Context: an optimization exercise on an open-source flow, tuned for a short achievable clock period and few clock cycles. The choices shown serve that exercise and are no tape-out recipe. In this exercise RTL edits were held to simulation tests only and were not proved equivalent to the original. Power is estimated from default activity; no workload was simulated.

==> inputs of job 1014 <==
Design mips_verilog, start of the top module:
module mips_verilog (
  input CLK,
  input RST,
  output [31:0] imem_addr,
  input [31:0] imem_data,
  output [31:0] dmem_addr,
  output [31:0] dmem_wdata,
  output dmem_we,
  input [31:0] dmem_rdata
);
  reg [31:0] f_pc;
  reg        d_v;
  reg [31:0] d_ir, d_pc, d_pcp1, d_pred;
  reg        e_v;
  reg [31:0] e_a, e_b, e_sd, e_pcp1, e_bt, e_pred, e_pc;
  reg        e_fa, e_fb, e_fs;           
  reg        e_eqt, e_eqn;               
  reg        e_beq, e_bne, e_jr, e_lw, e_sw, e_wr;
  reg [4:0]  e_rd;
  reg        e_op_add, e_op_sub, e_op_and, e_op_or, e_op_xor, e_op_nor;
  reg        e_op_slt, e_op_sltu, e_op_shl, e_op_shr;
  reg [31:0] m_res, m_sd;
  reg        m_we, m_lw, m_wr;
  reg [4:0]  m_rd;
  reg [31:0] w_val;
  reg        w_wr;
  reg [4:0]  w_rd;
  reg [31:0] ras;
  reg        r_v;                         
  reg [31:0] r_pc;
  reg [31:0] f_pco;                       
  wire [31:0] f_pcp1;
  ks_add inc1 (.a(f_pc), .b(32'd1), .cin(1'b0), .s(f_pcp1), .cout());
  wire        btb_hit;
  wire [31:0] btb_tgt;
  wire [5:0]  f_op = imem_data[31:26];
  wire        f_isj = (f_op[5:1] == 5'b00001);
  wire        f_isjr = (f_op == 6'd0) & (imem_data[5:0] == 6'b001000);
  wire [31:0] f_bpred = btb_hit ? btb_tgt : f_pcp1;
  wire [31:0] f_pred = f_isj ? {f_pcp1[31:26], imem_data[25:0]} :
                       f_isjr ? ras : f_bpred;
  assign imem_addr = f_pco;
  wire d_is_j, d_is_jal, d_is_jr, d_beq, d_bne, d_lw, d_sw, d_writes;
  wire [4:0] d_wdst;
  wire d_a_rt, d_a_pc, d_b_imm, d_use_a, d_use_b;
  wire [31:0] d_imm;
  wire d_op_add, d_op_sub, d_op_and, d_op_or, d_op_xor, d_op_nor;
  ...
export LEC_CHECK = 0
export ABC_AREA = 1
export ABC_CLOCK_PERIOD_IN_PS = 3000
export CAP_MARGIN = 20
export CORE_MARGIN = 2
export CORE_UTILIZATION = 35
export GPL_ROUTABILITY_DRIVEN = 1
export GPL_TIMING_DRIVEN = 1
export PLACE_DENSITY = 0.5
export SETUP_SLACK_MARGIN = 0.3
export SLEW_MARGIN = 20
create_clock -name core_clock -period 13.0 [get_ports {CLK}]
standard.sh (not shown) runs the stock make flow with config.mk's settings and CLKGATE_MAP_FILE= SYNTH_SCRIPT=/design/flow/synth_recipe.tcl, a recipe that flattens the netlist after the stock synthesis.
==> flow/flow/run.sh <==
#!/bin/bash
bash standard.sh SETUP_SLACK_MARGIN=9.1 ROUTING_LAYER_ADJUSTMENT=0.4 finish > standard_flow.log 2>&1
==> job 8038 (differences from job 1014) <==
--- a/flow/design.v
+++ b/flow/design.v
@@ -372,11 +372,11 @@
       e_fa <= d_use_a & m_wr_n(d_ra, 1'b1);
       e_fb <= d_use_b & m_wr_n(d_rt, 1'b1);
       e_fs <= d_use_s & m_wr_n(d_rt, 1'b1);
       e_pcp1 <= d_pcp1;
       e_bt <= d_bt;
-      e_pred <= ras;
+      e_pred <= (d_br & ~d_st) ? d_pred : d_exp;
       e_eqt <= d_st | add_eq(d_pcp1, {d_imm[29:0], 2'b00}, d_pred);
       e_eqn <= ~d_st & (d_pcp1 == d_pred);
       e_pc <= d_pc;
       e_beq <= d_beq; e_bne <= d_bne; e_jr <= d_is_jr;
       e_lw <= d_lw; e_sw <= d_sw;
==> flow/flow/run.sh (replaced) <==
#!/bin/bash
bash standard.sh SETUP_SLACK_MARGIN=8.7 ROUTING_LAYER_ADJUSTMENT=0.4 finish > standard_flow.log 2>&1
==> notes <==
In job 1014 the synthesized cell count is lower than in job 8038, by about 1.9%. Of job 1014 and job 8038, job 1014 has the higher via count (gap about 0.44%, measured against job 8038). Between job 1014 and job 8038, the lower combinational power is in job 8038 (gap about 10%, measured against job 8038). Against job 1014, the power of job 8038 is smaller by 3.3%. Against job 8038, the sequential share of layout area of job 1014 is lower by 1.4 points. In job 1014 the wire length is higher than in job 8038, by 1.9%. In job 1014 the critical path depth is lower than in job 8038, by 11. In clock power, job 8038 and job 1014 hardly differ. Between job 1014 and job 8038, the lower global-route usage is in job 8038 (gap 0.57 points).
==> figures <==
metric                                                            job 1014        job 8038
Outcome                                                     finished clean  finished clean
Cell count along the critical path                                       1              12
Number of vias in the routed layout                                 160000          160000
Net load switching power                                          0.0137 W        0.0132 W
Placed cell count                                                    26000           26400
Met2 capacity usage during global routing                            0.539           0.539
Clk pwr share                                                        0.296           0.313
Simple logic cell fraction of the synthesized area                   0.226           0.248
Cell-internal power                                               0.0194 W        0.0189 W
Hold Startpoint                                                    m_rd[1]            e_lw
Multi-input logic portion of the cell area                           0.406           0.419
Via density per instance                                              5.91            5.88
First-pass GRT wire length                                      1200000 um      1190000 um
Share of final layout cell area taken by non-clock buffers          0.0738          0.0431
Met2 routed WL                                                   354000 um       355000 um
Syn avg cell area                                               7.19 sq um      7.13 sq um
Row cnt                                                                241             243
Final period utilization                                             0.316           0.360
Per-cell routed wire length                                        32.6 um         31.9 um
Power share of the combinational group                               0.353           0.327
Testbench counts of job 1014, summed over its fixed seeds: cycles 13,684.
Testbench counts of job 8038, summed over its fixed seeds: cycles 13,684.

* * *

==> cedar: inputs <==
Another version of the RTL of mips_verilog (not shown whole).
Settings: LEC_CHECK=0, ABC_CLOCK_PERIOD_IN_PS=3000, CAP_MARGIN=20, CORE_MARGIN=2, CORE_UTILIZATION=35, GPL_ROUTABILITY_DRIVEN=1, GPL_TIMING_DRIVEN=1, PLACE_DENSITY=0.5, SETUP_SLACK_MARGIN=0.3, SLEW_MARGIN=20; clock period 13.0 ns.
==> flow/flow/run.sh <==
#!/bin/bash
bash standard.sh SETUP_SLACK_MARGIN=8.7 ROUTING_LAYER_ADJUSTMENT=0.4 finish > standard_flow.log 2>&1
==> ember (differences from cedar) <==
--- a/flow/design.v
+++ b/flow/design.v
@@ -75,10 +75,39 @@
     assign op_sltu = r & f_sltu;
     assign op_shl  = r & (f_sll | f_sllv);
     assign op_shr  = r & (f_srl | f_srlv);
     assign op_add  = (r & ~f_known) | addi | lui | is_lw | is_sw | is_jal;
 endmodule
+module ks_add (
+    input  [31:0] a,
+    input  [31:0] b,
+    input         cin,
+    output [31:0] s,
+    output        cout
+);
+    reg [31:0] g, p;
+    reg [31:0] gn, pn;
+    reg [32:0] c;
+    integer i, d;
+    always @(*) begin
+        g = a & b;
+        p = a ^ b;
+        g[0] = g[0] | (p[0] & cin);
+        for (d = 1; d < 32; d = d * 2) begin
+            gn = g; pn = p;
+            for (i = d; i < 32; i = i + 1) begin
+                gn[i] = g[i] | (p[i] & g[i - d]);
+                pn[i] = p[i] & p[i - d];
+            end
+            g = gn; p = pn;
+        end
+        c[0] = cin;
+        for (i = 1; i <= 32; i = i + 1) c[i] = g[i - 1];
+    end
+    assign s = a ^ b ^ c[31:0];
+    assign cout = c[32];
+endmodule
 module ula (
     input  [31:0] a,
     input  [31:0] b,
     input         op_add,
     input         op_sub,
@@ -91,26 +120,27 @@
     input         op_shl,
     input         op_shr,
     output [31:0] result,
     output [31:0] sum
 );
-    wire [32:0] diff = {1'b0, a} - {1'b0, b};
+    wire [32:0] d33 = {1'b0, a} - {1'b0, b};
+    wire [31:0] diff = d33[31:0];
+    wire        no_borrow = ~d33[32];
+    assign sum = a + b;
     wire        lt_s = (a[31] ^ b[31]) ? a[31] : diff[31];
-    wire        lt_u = diff[32];
+    wire        lt_u = ~no_borrow;
     wire        big  = |b[31:5];
     wire [31:0] shl  = big ? 32'b0 : (a << b[4:0]);
     wire [31:0] shr  = big ? 32'b0 : (a >> b[4:0]);
-    assign sum = a + b;
-    assign result = ({32{op_add}}  & sum)
-                  | ({32{op_sub}}  & diff[31:0])
-                  | ({32{op_and}}  & (a & b))
-                  | ({32{op_or}}   & (a | b))
-                  | ({32{op_xor}}  & (a ^ b))
-                  | ({32{op_nor}}  & ~(a | b))
-                  | {31'b0, (op_slt & lt_s) | (op_sltu & lt_u)}
-                  | ({32{op_shl}}  & shl)
-                  | ({32{op_shr}}  & shr);
+    wire [31:0] quick = ({32{op_and}}  & (a & b))
+                      | ({32{op_or}}   & (a | b))
+                      | ({32{op_xor}}  & (a ^ b))
+                      | ({32{op_nor}}  & ~(a | b))
+                      | ({32{op_shl}}  & shl)
+                      | ({32{op_shr}}  & shr);
+    assign result = ({32{op_add}} & sum) | ({32{op_sub}} & diff)
+                  | {31'b0, (op_slt & lt_s) | (op_sltu & lt_u)} | quick;
 endmodule
 module regfile (
     input         Clock,
     input         Reset,
     input  [4:0]  ReadAddr1,
@@ -203,11 +233,12 @@
   reg [31:0] f_pc;
   reg        d_v;
   reg [31:0] d_ir, d_pc, d_pcp1, d_pred;
   reg        e_v;
   reg [31:0] e_a, e_b, e_sd, e_pcp1, e_bt, e_pred, e_pc;
-  reg [1:0]  e_fa, e_fb, e_fs;           
+  reg        e_fa, e_fb, e_fs;           
+  reg        e_eqt, e_eqn;               
   reg        e_beq, e_bne, e_jr, e_lw, e_sw, e_wr;
   reg [4:0]  e_rd;
   reg        e_op_add, e_op_sub, e_op_and, e_op_or, e_op_xor, e_op_nor;
   reg        e_op_slt, e_op_sltu, e_op_shl, e_op_shr;
   reg [31:0] m_res, m_sd;
@@ -218,11 +249,12 @@
   reg [4:0]  w_rd;
   reg [31:0] ras;
   reg        r_v;                         
   reg [31:0] r_pc;
   reg [31:0] f_pco;                       
-  wire [31:0] f_pcp1 = f_pc + 32'd1;
+  wire [31:0] f_pcp1;
+  ks_add inc1 (.a(f_pc), .b(32'd1), .cin(1'b0), .s(f_pcp1), .cout());
   wire        btb_hit;
   wire [31:0] btb_tgt;
   wire [5:0]  f_op = imem_data[31:26];
   wire        f_isj = (f_op[5:1] == 5'b00001);
   wire        f_isjr = (f_op == 6'd0) & (imem_data[5:0] == 6'b001000);
@@ -262,21 +294,21 @@
   wire stall = d_v & e_ld_hz &
                ((d_use_a & (d_ra == e_rd)) |
                 ((d_use_b | d_use_s) & (d_rt == e_rd)));
   wire [31:0] d_jt = {d_pcp1[31:26], d_ir[25:0]};
   wire        d_st = d_br & (d_pred == d_pcp1) & d_ir[15];
-  wire [31:0] d_bt = d_pcp1 + {d_imm[29:0], 2'b00};
+  wire [31:0] d_bt;
+  ks_add bta (.a(d_pcp1), .b({d_imm[29:0], 2'b00}), .cin(1'b0), .s(d_bt), .cout());
   wire [31:0] d_exp = d_is_j ? d_jt : d_is_jr ? ras : d_st ? d_bt : d_pcp1;
   wire        d_miss = d_st | (d_is_j ? (d_pred != d_jt) :
                                d_is_jr ? (d_pred != ras) : (~d_br & (d_pred != d_pcp1)));
   wire redir_e = r_v;
   wire [31:0] redir_e_pc = r_pc;
   wire redir_d = d_v & ~stall & ~redir_e & d_miss;
-  wire [31:0] w_fwd = w_val;
-  wire [31:0] ea = e_fa[1] ? m_res : e_fa[0] ? w_fwd : e_a;
-  wire [31:0] eb = e_fb[1] ? m_res : e_fb[0] ? w_fwd : e_b;
-  wire [31:0] es = e_fs[1] ? m_res : e_fs[0] ? w_fwd : e_sd;
+  wire [31:0] ea = e_fa ? m_res : e_a;
+  wire [31:0] eb = e_fb ? m_res : e_b;
+  wire [31:0] es = e_fs ? m_res : e_sd;
   wire [31:0] e_res, e_sum;
   ula alu (
     .a(ea), .b(eb),
     .op_add(e_op_add), .op_sub(e_op_sub), .op_and(e_op_and), .op_or(e_op_or),
     .op_xor(e_op_xor), .op_nor(e_op_nor), .op_slt(e_op_slt),
@@ -287,11 +319,11 @@
   wire e_taken = (e_beq & e_eq) | (e_bne & ~e_eq);
   wire [31:0] e_k = e_pred;
   wire [31:0] e_co = (ea & eb) | (~(ea ^ eb) & 32'b0) | ((ea ^ eb) & ~e_k);
   wire [31:0] e_req = ea ^ eb ^ e_k;             
   wire e_jr_ok = (e_req == {e_co[30:0], 1'b0});
-  wire e_br_ok = e_taken ? (e_bt == e_pred) : (e_pcp1 == e_pred);
+  wire e_br_ok = e_taken ? e_eqt : e_eqn;
   wire ev = e_v & ~r_v;
   wire e_redir = ev & (((e_beq | e_bne) & ~e_br_ok) | (e_jr & ~e_jr_ok));
   wire [31:0] e_rpc = e_jr ? e_sum : e_taken ? e_bt : e_pcp1;
   wire bw0 = ev & (e_beq | e_bne);
   wire bw1 = d_v & ~d_br & d_miss;
@@ -306,11 +338,12 @@
     if (RST) begin
       f_pc <= 32'b0;
       d_v <= 1'b0; d_ir <= 32'b0; d_pc <= 32'b0; d_pcp1 <= 32'b0; d_pred <= 32'b0;
       e_v <= 1'b0; e_a <= 32'b0; e_b <= 32'b0; e_sd <= 32'b0; e_pcp1 <= 32'b0;
       e_bt <= 32'b0; e_pred <= 32'b0; e_pc <= 32'b0;
-      e_fa <= 2'b0; e_fb <= 2'b0; e_fs <= 2'b0;
+      e_fa <= 1'b0; e_fb <= 1'b0; e_fs <= 1'b0;
+      e_eqt <= 1'b0; e_eqn <= 1'b0;
       e_beq <= 1'b0; e_bne <= 1'b0; e_jr <= 1'b0; e_lw <= 1'b0; e_sw <= 1'b0;
       e_wr <= 1'b0; e_rd <= 5'b0;
       e_op_add <= 1'b0; e_op_sub <= 1'b0; e_op_and <= 1'b0; e_op_or <= 1'b0;
       e_op_xor <= 1'b0; e_op_nor <= 1'b0; e_op_slt <= 1'b0; e_op_sltu <= 1'b0;
       e_op_shl <= 1'b0; e_op_shr <= 1'b0;
@@ -331,19 +364,21 @@
         d_pcp1 <= f_pcp1;
         d_pred <= f_pred;
       end
       if (d_v & d_is_jal & ~redir_e & ~stall) ras <= d_pcp1;
       e_v <= d_v & ~stall & ~redir_e;
-      e_a <= d_a_pc ? d_pcp1 : rf_a;
-      e_b <= d_b_imm ? d_imm : rf_b;
-      e_sd <= rf_b;
-      e_fa <= {d_use_a & m_wr_n(d_ra, 1'b1), d_use_a & m_wr_n(d_ra, 1'b0)};
-      e_fb <= {d_use_b & m_wr_n(d_rt, 1'b1), d_use_b & m_wr_n(d_rt, 1'b0)};
-      e_fs <= {d_use_s & m_wr_n(d_rt, 1'b1), d_use_s & m_wr_n(d_rt, 1'b0)};
+      e_a <= d_a_pc ? d_pcp1 : m_wr_n(d_ra, 1'b0) ? m_val : rf_a;
+      e_b <= d_b_imm ? d_imm : m_wr_n(d_rt, 1'b0) ? m_val : rf_b;
+      e_sd <= m_wr_n(d_rt, 1'b0) ? m_val : rf_b;
+      e_fa <= d_use_a & m_wr_n(d_ra, 1'b1);
+      e_fb <= d_use_b & m_wr_n(d_rt, 1'b1);
+      e_fs <= d_use_s & m_wr_n(d_rt, 1'b1);
       e_pcp1 <= d_pcp1;
       e_bt <= d_bt;
-      e_pred <= (d_br & ~d_st) ? d_pred : d_exp;
+      e_pred <= ras;
+      e_eqt <= d_st | add_eq(d_pcp1, {d_imm[29:0], 2'b00}, d_pred);
+      e_eqn <= ~d_st & (d_pcp1 == d_pred);
       e_pc <= d_pc;
       e_beq <= d_beq; e_bne <= d_bne; e_jr <= d_is_jr;
       e_lw <= d_lw; e_sw <= d_sw;
       e_wr <= d_wr; e_rd <= d_wdst;
       e_op_add <= d_op_add; e_op_sub <= d_op_sub; e_op_and <= d_op_and;
@@ -352,26 +387,34 @@
       e_op_shl <= d_op_shl; e_op_shr <= d_op_shr;
       m_res <= e_res;
       m_lw <= e_lw;
       m_wr <= ev & e_wr;
       m_rd <= e_rd;
-      w_val <= m_lw ? dmem_rdata : m_res;
+      w_val <= m_val;
       w_wr <= m_wr;
       w_rd <= m_rd;
     end
   end
+  function add_eq(input [31:0] a, input [31:0] b, input [31:0] k);
+    reg [31:0] co;
+    begin
+      co = (a & b) | ((a ^ b) & ~k);
+      add_eq = ((a ^ b ^ k) == {co[30:0], 1'b0});
+    end
+  endfunction
+  wire [31:0] m_val = m_lw ? dmem_rdata : m_res;
   function m_wr_n(input [4:0] r, input from_e);
     begin
       if (from_e) m_wr_n = e_v & e_wr & (e_rd == r);
       else        m_wr_n = m_wr & (m_rd == r) & ~(e_v & e_wr & (e_rd == r));
     end
   endfunction
   reg [31:0] m_addr;
   always @(posedge CLK) begin
     f_pco <= RST ? 32'b0 : f_next;
     m_we <= ~RST & ev & e_sw;
-    m_addr <= e_res;
+    m_addr <= e_sum;                      
     m_sd <= es;
   end
   assign dmem_addr = m_addr;
   assign dmem_wdata = m_sd;
   assign dmem_we = m_we;
--- a/flow/config.mk
+++ b/flow/config.mk
@@ -3,10 +3,11 @@
 export DESIGN_NICKNAME = mips_verilog
 export VERILOG_FILES = /design/flow/design.v
 export SDC_FILE = /design/flow/constraint.sdc
 export NUM_CORES = 4
 export LEC_CHECK = 0
+export ABC_AREA = 1
 export ABC_CLOCK_PERIOD_IN_PS = 3000
 export CAP_MARGIN = 20
 export CORE_MARGIN = 2
 export CORE_UTILIZATION = 35
 export GPL_ROUTABILITY_DRIVEN = 1
==> summary.txt <==
The post-layout utilization of the core is 0.422. The top-area cell type share of the netlist area is 0.448. For this block, the via count after detailed routing is 138,000.

For this run, global-route usage on met2 was measured as 0.519. The minimum period implied by the final worst setup slack is 4.87 ns. Summed over all nets, the switching power comes to approximately 14 mW.

Of all nets on the critical path, the largest fanout is 6. The cell occurring most often along the worst timing path is buf_12. The run finished with no timing, DRC or antenna violations. The cell count after synthesis came out at around 15,000. The number of placed instances, taps included, is slightly below 20,000.
(the above is from cedar)
==> summary.txt <==
The endpoint identified for the worst register-to-register timing path is e_b[4]$_DFF_PP0_. There are 2,745 flip-flops and latches. Of all nets on the critical path, the largest fanout is 38. The multi-input combinational cell count is roughly 15,000. The flow ran to the end and the layout has no timing, DRC or antenna violations. In the global route stage, met2 resource usage came out at 0.530.

The top-area cell type share of the netlist area came out at 0.436. The post-placement cell count is between 20,000 and 30,000. The total met2 wirelength after detailed routing came out at ~350 mm. The post-layout utilization of the core is 0.410. The nature of the critical path startpoint is a flip-flop.

Detailed routing inserted a total of ~160k vias. Counting stages on the worst path, the most repeated cell is nand2_1. The routed design could run at a clock period as short as 4.50 ns. The switching power of the nets came out at roughly 13 mW.
(the above is from ember)
Testbench counts of cedar, summed over its fixed seeds: cycles 13,684.
Testbench counts of ember, summed over its fixed seeds: cycles 13,684.

## separate check: timing with driven ports
The flow's constraints put no driver on any port. The routed layouts listed below were extracted and timed again, unchanged, in two steps. Step 1, drivers: a clkbuf_16 drives CLK and a buf_2 each remaining input, both assumed. Step 2 adds t to the input delays and takes it off the output delays; t is the mean of the earliest and latest rising clock arrival at the registers after step 1. Input paths then give back, and output paths get back, about the clock's delay inside the block. a / b / c = no drivers / after step 1 / after step 2; a / b = the first two.
run | shift t [ns] | slack for setup (ns) | cell pins on the clock port's net
job 1014 | 1.131 | 8.887 / 8.752 / 8.091 | 1
job 8038 | 1.139 | 8.322 / 8.322 / 7.720 | 1
cedar | 1.101 | 8.125 / 8.125 / 7.687 | 1
ember | 1.140 | 8.499 / 8.499 / 7.752 | 1
After both steps setup and hold are still met in every run listed. The setup slack of job 1014, which loses most, moves by -0.135 ns with the drivers and by -0.796 ns with both steps. Setup slack includes reset recovery checks.
